Context: an optimization exercise on an open-source flow, tuned for small area, a short achievable clock period and few clock cycles per item. The choices shown serve that exercise and are no tape-out recipe.
RTL that was checked went through simulation tests only; none was proved equivalent to the original.

==> module initialization, before the edit <==
module initialization(
    input [127:0] key,
    input [127:0] nonce,
    input clk,
    input rst,
    input start,
    output reg finish,
    output reg [319:0] state
 );
   localparam [63:0] IV = 64'h00001000808c0001;
   reg        busy;
   reg [3:0]  rnd;     
   reg        last;    
   wire       go = start && !busy;
   wire [127:0] kx = last ? key : 128'd0;
   reg  [7:0]   sel;
   wire [319:0] init = {IV, key, nonce};
   reg  [319:0] src;
   integer g;
   always @(*)
      for (g = 0; g < 8; g = g + 1)
         src[g*40 +: 40] = sel[g] ? state[g*40 +: 40] : init[g*40 +: 40];
   wire [319:0] nxt;
   Perm P(.S(src), .rnd(rnd), .k3(kx[127:64]), .k4(kx[63:0]), .S_out(nxt));
   always @(posedge clk) begin
      if (rst) begin
         busy   <= 1'b0;
         finish <= 1'b0;
         rnd    <= 4'd0;
         last   <= 1'b0;
      end else if (go) begin
         busy   <= 1'b1;
         finish <= 1'b0;
         rnd    <= 4'd1;
         last   <= 1'b0;
      end else if (busy) begin
         if (last) begin
            busy   <= 1'b0;
            finish <= 1'b1;
            rnd    <= 4'd0;
            last   <= 1'b0;
         end else begin
            rnd    <= rnd + 4'd1;
            last   <= (rnd == 4'd10);
         end
      end
   end
   always @(posedge clk)
      for (g = 0; g < 8; g = g + 1)
         sel[g] <= !rst && (go || (sel[g] && !last));
   always @(posedge clk) begin
      if (go || busy)
         state <= nxt;
   end
endmodule
clock: 5.0 ns
lec_check: 0
cap_margin: 20
core_margin: 2
core_utilization: 35
setup_slack_margin: 2.2
slew_margin: 20
standard.sh (not shown) runs the stock make flow with config.mk's settings and CLKGATE_MAP_FILE= SYNTH_SCRIPT=/design/flow/synth_recipe.tcl, a recipe that flattens the netlist after the stock synthesis.
==> flow/flow/run.sh <==
#!/bin/bash
set -euo pipefail
export BUFFER_PORTS_ARGS="-buffer_cell sky130_fd_sc_hd__buf_2"
bash standard.sh > standard.log 2>&1
The baseline completed with no timing, DRC or antenna violations.
==> next run, changes <==
--- a/flow/design.v
+++ b/flow/design.v
@@ -80,11 +80,5 @@
    wire       go = start && !busy;
    wire [127:0] kx = last ? key : 128'd0;
-   reg  [7:0]   sel;
-   wire [319:0] init = {IV, key, nonce};
-   reg  [319:0] src;
-   integer g;
-   always @(*)
-      for (g = 0; g < 8; g = g + 1)
-         src[g*40 +: 40] = sel[g] ? state[g*40 +: 40] : init[g*40 +: 40];
+   wire [319:0] src = busy ? state : {IV, key, nonce};
    wire [319:0] nxt;
    Perm P(.S(src), .rnd(rnd), .k3(kx[127:64]), .k4(kx[63:0]), .S_out(nxt));
@@ -112,7 +106,4 @@
       end
    end
-   always @(posedge clk)
-      for (g = 0; g < 8; g = g + 1)
-         sel[g] <= !rst && (go || (sel[g] && !last));
    always @(posedge clk) begin
       if (go || busy)
- register-to-register slack is worse by 0.05 ns
- design area came out higher by 0.78%
- non-clock buffer count came out higher by 26
- die area came out lower by 2.3%
- routed wire length came out lower by 5.9%
- global-route usage came out lower by 1.5 points
- count of clock-buffer cells in the layout came out higher by 5
- area after synthesis came out lower by 2.3%
- via count came out higher by 2.2%
- worst hold slack stays flat
No run of this note included a check of the RTL's function; only the layout flow was run.

* * *

Setup of beta:
The RTL this note starts from:
==> flow/design.v <==
`timescale 1ns/1ps
module sbox(
    input  [63:0] x0, x1, x2, x3, x4,
    output [63:0] n0, n1, n2, n3, n4,
    output [63:0] l0, l1, l2, l3, l4
    );
    assign n0 = x1 & ~(x4 ^ x2 ^ x0);
    assign l0 = x3 ^ x2 ^ x0;
    assign n1 = (x1 | x2 | x3) & ~(x1 & x2 & x3);
    assign l1 = x4 ^ x0;
    assign n2 = x4 & ~x3;
    assign l2 = ~(x2 ^ x1);
    assign n3 = (x4 ^ x3) & ~x0;
    assign l3 = x2 ^ x1 ^ x0;
    assign n4 = x1 & ~(x4 ^ x0);
    assign l4 = x4 ^ x3;
endmodule
`timescale 1ns / 1ps
module linear_sub(
    input  [63:0] n0, n1, n2, n3, n4,
    input  [63:0] l0, l1, l2, l3, l4,
    input  [63:0] k3, k4,
    output [63:0] o0, o1, o2, o3, o4
    );
    function [63:0] ror(input [63:0] x, input integer n);
        ror = (x >> n) | (x << (64 - n));
    endfunction
    function [63:0] sig(input [63:0] x, input integer a, input integer b);
        sig = x ^ ror(x, a) ^ ror(x, b);
    endfunction
    assign o0 = sig(n0, 19, 28) ^ sig(l0, 19, 28);
    assign o1 = sig(n1, 61, 39) ^ sig(l1, 61, 39);
    assign o2 = sig(n2, 1, 6)   ^ sig(l2, 1, 6);
    assign o3 = sig(n3, 10, 17) ^ (sig(l3, 10, 17) ^ k3);
    assign o4 = sig(n4, 7, 41)  ^ (sig(l4, 7, 41) ^ k4);
endmodule
`timescale 1ns / 1ps
module RND_Const(
    input  [63:0] x2_in,
    input  [3:0]  rnd,
    output [63:0] x2_out
);
    wire [3:0] hi = 4'd15 - rnd;
    assign x2_out = x2_in ^ {56'd0, hi, rnd};
endmodule
`timescale 1ns / 1ps
module Perm(
    input  [319:0] S,
    input  [3:0]   rnd,
    input  [63:0]  k3, k4,
    output [319:0] S_out
    );
    wire [63:0] x0, x1, x2, x3, x4;
    assign {x0, x1, x2, x3, x4} = S;
    wire [63:0] c2;
    RND_Const L1(.x2_in(x2), .rnd(rnd), .x2_out(c2));
    wire [63:0] n0, n1, n2, n3, n4, l0, l1, l2, l3, l4;
    sbox L2(.x0(x0), .x1(x1), .x2(c2), .x3(x3), .x4(x4),
            .n0(n0), .n1(n1), .n2(n2), .n3(n3), .n4(n4),
            .l0(l0), .l1(l1), .l2(l2), .l3(l3), .l4(l4));
    linear_sub L3(.n0(n0), .n1(n1), .n2(n2), .n3(n3), .n4(n4),
            .l0(l0), .l1(l1), .l2(l2), .l3(l3), .l4(l4), .k3(k3), .k4(k4),
            .o0(S_out[319:256]), .o1(S_out[255:192]), .o2(S_out[191:128]),
            .o3(S_out[127:64]), .o4(S_out[63:0]));
endmodule
`timescale 1ns / 1ps
module initialization(
    input [127:0] key,
    input [127:0] nonce,
    input clk,
    input rst,
    input start,
    output reg finish,
    output reg [319:0] state
 );
   localparam [63:0] IV = 64'h00001000808c0001;
   reg        busy;
   reg [3:0]  rnd;
   reg        last;    
   wire [127:0] kx = last ? key : 128'd0;
   wire [319:0] nxt;
   Perm P(.S(state), .rnd(rnd), .k3(kx[127:64]), .k4(kx[63:0]), .S_out(nxt));
   always @(posedge clk) begin
      if (rst) begin
         busy   <= 1'b0;
         finish <= 1'b0;
      end else if (start && !busy) begin
         busy   <= 1'b1;
         finish <= 1'b0;
      end else if (busy && last) begin
         busy   <= 1'b0;
         finish <= 1'b1;
      end
   end
   always @(posedge clk) begin
      if (busy) begin
         state <= nxt;
         rnd   <= rnd + 4'd1;
         last  <= (rnd == 4'd10);
      end else if (start) begin
         state <= {IV, key, nonce};
         rnd   <= 4'd0;
         last  <= 1'b0;
      end
   end
endmodule
==> flow/config.mk <==
export PLATFORM = sky130hd
export DESIGN_NAME = initialization
export DESIGN_NICKNAME = initialization
export VERILOG_FILES = /design/flow/design.v
export SDC_FILE = /design/flow/constraint.sdc
export NUM_CORES = 4
export LEC_CHECK = 0
export CAP_MARGIN = 20
export CORE_MARGIN = 2
export CORE_UTILIZATION = 35
export CTS_CLUSTER_DIAMETER = 80
export CTS_CLUSTER_SIZE = 40
export GPL_ROUTABILITY_DRIVEN = 0
export SETUP_SLACK_MARGIN = 2.5
export SLEW_MARGIN = 20
==> flow/constraint.sdc <==
create_clock -name core_clock -period 5.0 [get_ports {clk}]
set_input_delay 1.0000 -clock core_clock [delete_from_list [all_inputs] [get_ports {clk}]]
set_output_delay 1.0000 -clock core_clock [all_outputs]
set_load 0.01 [all_outputs]
Scripts as last shown in full above: flow/flow/run.sh
Testbench counts of beta, summed over its fixed seeds: cycles 5,000, items 384.
Here is what was changed in the inputs of epsilon compared with beta.
==> flow/design.v <==
`timescale 1ns/1ps
  module sbox(
    input [63:0] x0, x1, x2, x3, x4,
    output [63:0] sl0, sl1, sl2, sl3, sl4
    );
            assign sl0 = (x4 & x1) ^ x3 ^ (x2 & x1) ^ x2 ^ (x1 & x0) ^ x1 ^ x0;      
            assign sl1 = x4 ^ (x3 & x2) ^ (x3 & x1) ^ x3 ^ x2 ^ x1 ^ x0 ^ (x2 & x1);
            assign sl2 = (x4 & x3) ^ x4 ^ x2 ^ x1 ^ 64'hffffffffffffffff;               
            assign sl3 = (x4 & x0) ^ (x3 & x0) ^ x4 ^ x3 ^ x2 ^x1 ^ x0;                 
            assign sl4 = (x4 & x1) ^ x4 ^ x3 ^ (x1 & x0) ^ x1;                          
        endmodule
`timescale 1ns / 1ps
module linear_sub(
    input  [63:0] x0, x1, x2, x3, x4,
    input  [63:0] k3, k4,
    output [63:0] o0, o1, o2, o3, o4
    );
    function [63:0] ror(input [63:0] x, input integer n);
        ror = (x >> n) | (x << (64 - n));
    endfunction
    assign o0 = (x0 ^ ror(x0, 19)) ^ ror(x0, 28);
    assign o1 = (x1 ^ ror(x1, 61)) ^ ror(x1, 39);
    assign o2 = (x2 ^ ror(x2, 1))  ^ ror(x2, 6);
    assign o3 = (x3 ^ ror(x3, 10)) ^ (ror(x3, 17) ^ k3);
    assign o4 = (x4 ^ ror(x4, 7))  ^ (ror(x4, 41) ^ k4);
endmodule
`timescale 1ns / 1ps
module RND_Const(
    input  [63:0] x2_in,
    input  [3:0]  rnd,
    output [63:0] x2_out
);
    wire [3:0] hi = 4'd15 - rnd;
    assign x2_out = x2_in ^ {56'd0, hi, rnd};
endmodule
`timescale 1ns / 1ps
module Perm(
    input  [319:0] S,
    input  [3:0]   rnd,
    input  [63:0]  k3, k4,
    output [319:0] S_out
    );
    wire [63:0] x0, x1, x2, x3, x4;
    assign {x0, x1, x2, x3, x4} = S;
    wire [63:0] c2;
    RND_Const L1(.x2_in(x2), .rnd(rnd), .x2_out(c2));
    wire [63:0] b0, b1, b2, b3, b4;
    sbox L2(.x0(x0), .x1(x1), .x2(c2), .x3(x3), .x4(x4),
            .sl0(b0), .sl1(b1), .sl2(b2), .sl3(b3), .sl4(b4));
    linear_sub L3(.x0(b0), .x1(b1), .x2(b2), .x3(b3), .x4(b4), .k3(k3), .k4(k4),
            .o0(S_out[319:256]), .o1(S_out[255:192]), .o2(S_out[191:128]),
            .o3(S_out[127:64]), .o4(S_out[63:0]));
endmodule
`timescale 1ns / 1ps
module initialization(
    input [127:0] key,
    input [127:0] nonce,
    input clk,
    input rst,
    input start,
    output reg finish,
    output reg [319:0] state
 );
   localparam [63:0] IV = 64'h00001000808c0001;
   reg        busy;
   reg [3:0]  rnd;
   reg        last;    
   wire [127:0] kx = last ? key : 128'd0;
   wire [319:0] nxt;
   Perm P(.S(state), .rnd(rnd), .k3(kx[127:64]), .k4(kx[63:0]), .S_out(nxt));
   always @(posedge clk) begin
      if (rst) begin
         busy   <= 1'b0;
         finish <= 1'b0;
      end else if (start && !busy) begin
         busy   <= 1'b1;
         finish <= 1'b0;
      end else if (busy && last) begin
         busy   <= 1'b0;
         finish <= 1'b1;
      end
   end
   always @(posedge clk) begin
      if (busy) begin
         state <= nxt;
         rnd   <= rnd + 4'd1;
         last  <= (rnd == 4'd10);
      end else if (start) begin
         state <= {IV, key, nonce};
         rnd   <= 4'd0;
         last  <= 1'b0;
      end
   end
endmodule
Notes after the runs:
- Final worst-path setup slack down 0.0057 ns in epsilon wrt beta
- Re largest net degree at the start of global routing: beta was lower than epsilon.
- As far as post-route clock period utilization is concerned, epsilon and beta perform about the same.
- When epsilon is set beside beta, its multi-input gate share of total cell area turns out to be 1.6 points larger.
- Going from beta to epsilon, smallest hold slack shrinks by 0.066 ns.
- Taking beta as the reference, in epsilon share of layout cells above drive strength 1 higher, total of clock buffers placed in the layout lower, buffer count excluding the clock tree in the final layout higher, initial antenna violation count higher.
- epsilon ends up with a post-placement cell count that is about 3.3% lower than in beta.
- | die area | epsilon vs beta | worse |
- epsilon vs beta: critical path depth down in epsilon
- Inverter count of the layout excluding clock inverters for epsilon is lower than for beta.
For epsilon, only the layout was checked, not whether the RTL still works.

## afterwards: timing with drivers on the ports
In the flow no input, the clock included, has a driving cell. The finished layouts below were timed again as built, in two steps. Step 1, drivers: a clkbuf_16 drives clk and a buf_2 each remaining input, both assumed. Step 2 also shifts input and output timing later by t, the mid clock arrival at the registers, as if the neighbouring blocks saw the same clock. Three values: ideal, step 1, step 2; two values: the first two.
run	t (ns)	slack for setup (ns)	slew at the worst register clock pin (ns)
the first run of note 1	0.670	2.146 / 2.146 / 1.764	0.07 / 0.07
the second run of note 1	0.661	2.097 / 2.097 / 1.886	0.07 / 0.07
beta	0.691	2.394 / 2.394 / 2.265	0.09 / 0.09
epsilon	0.703	2.388 / 2.378 / 2.240	0.10 / 0.10
After both steps setup and hold are still met in every run listed. The setup slack of the first run of note 1, which loses most, moves by 0.000 ns with the drivers and by -0.382 ns with both steps.
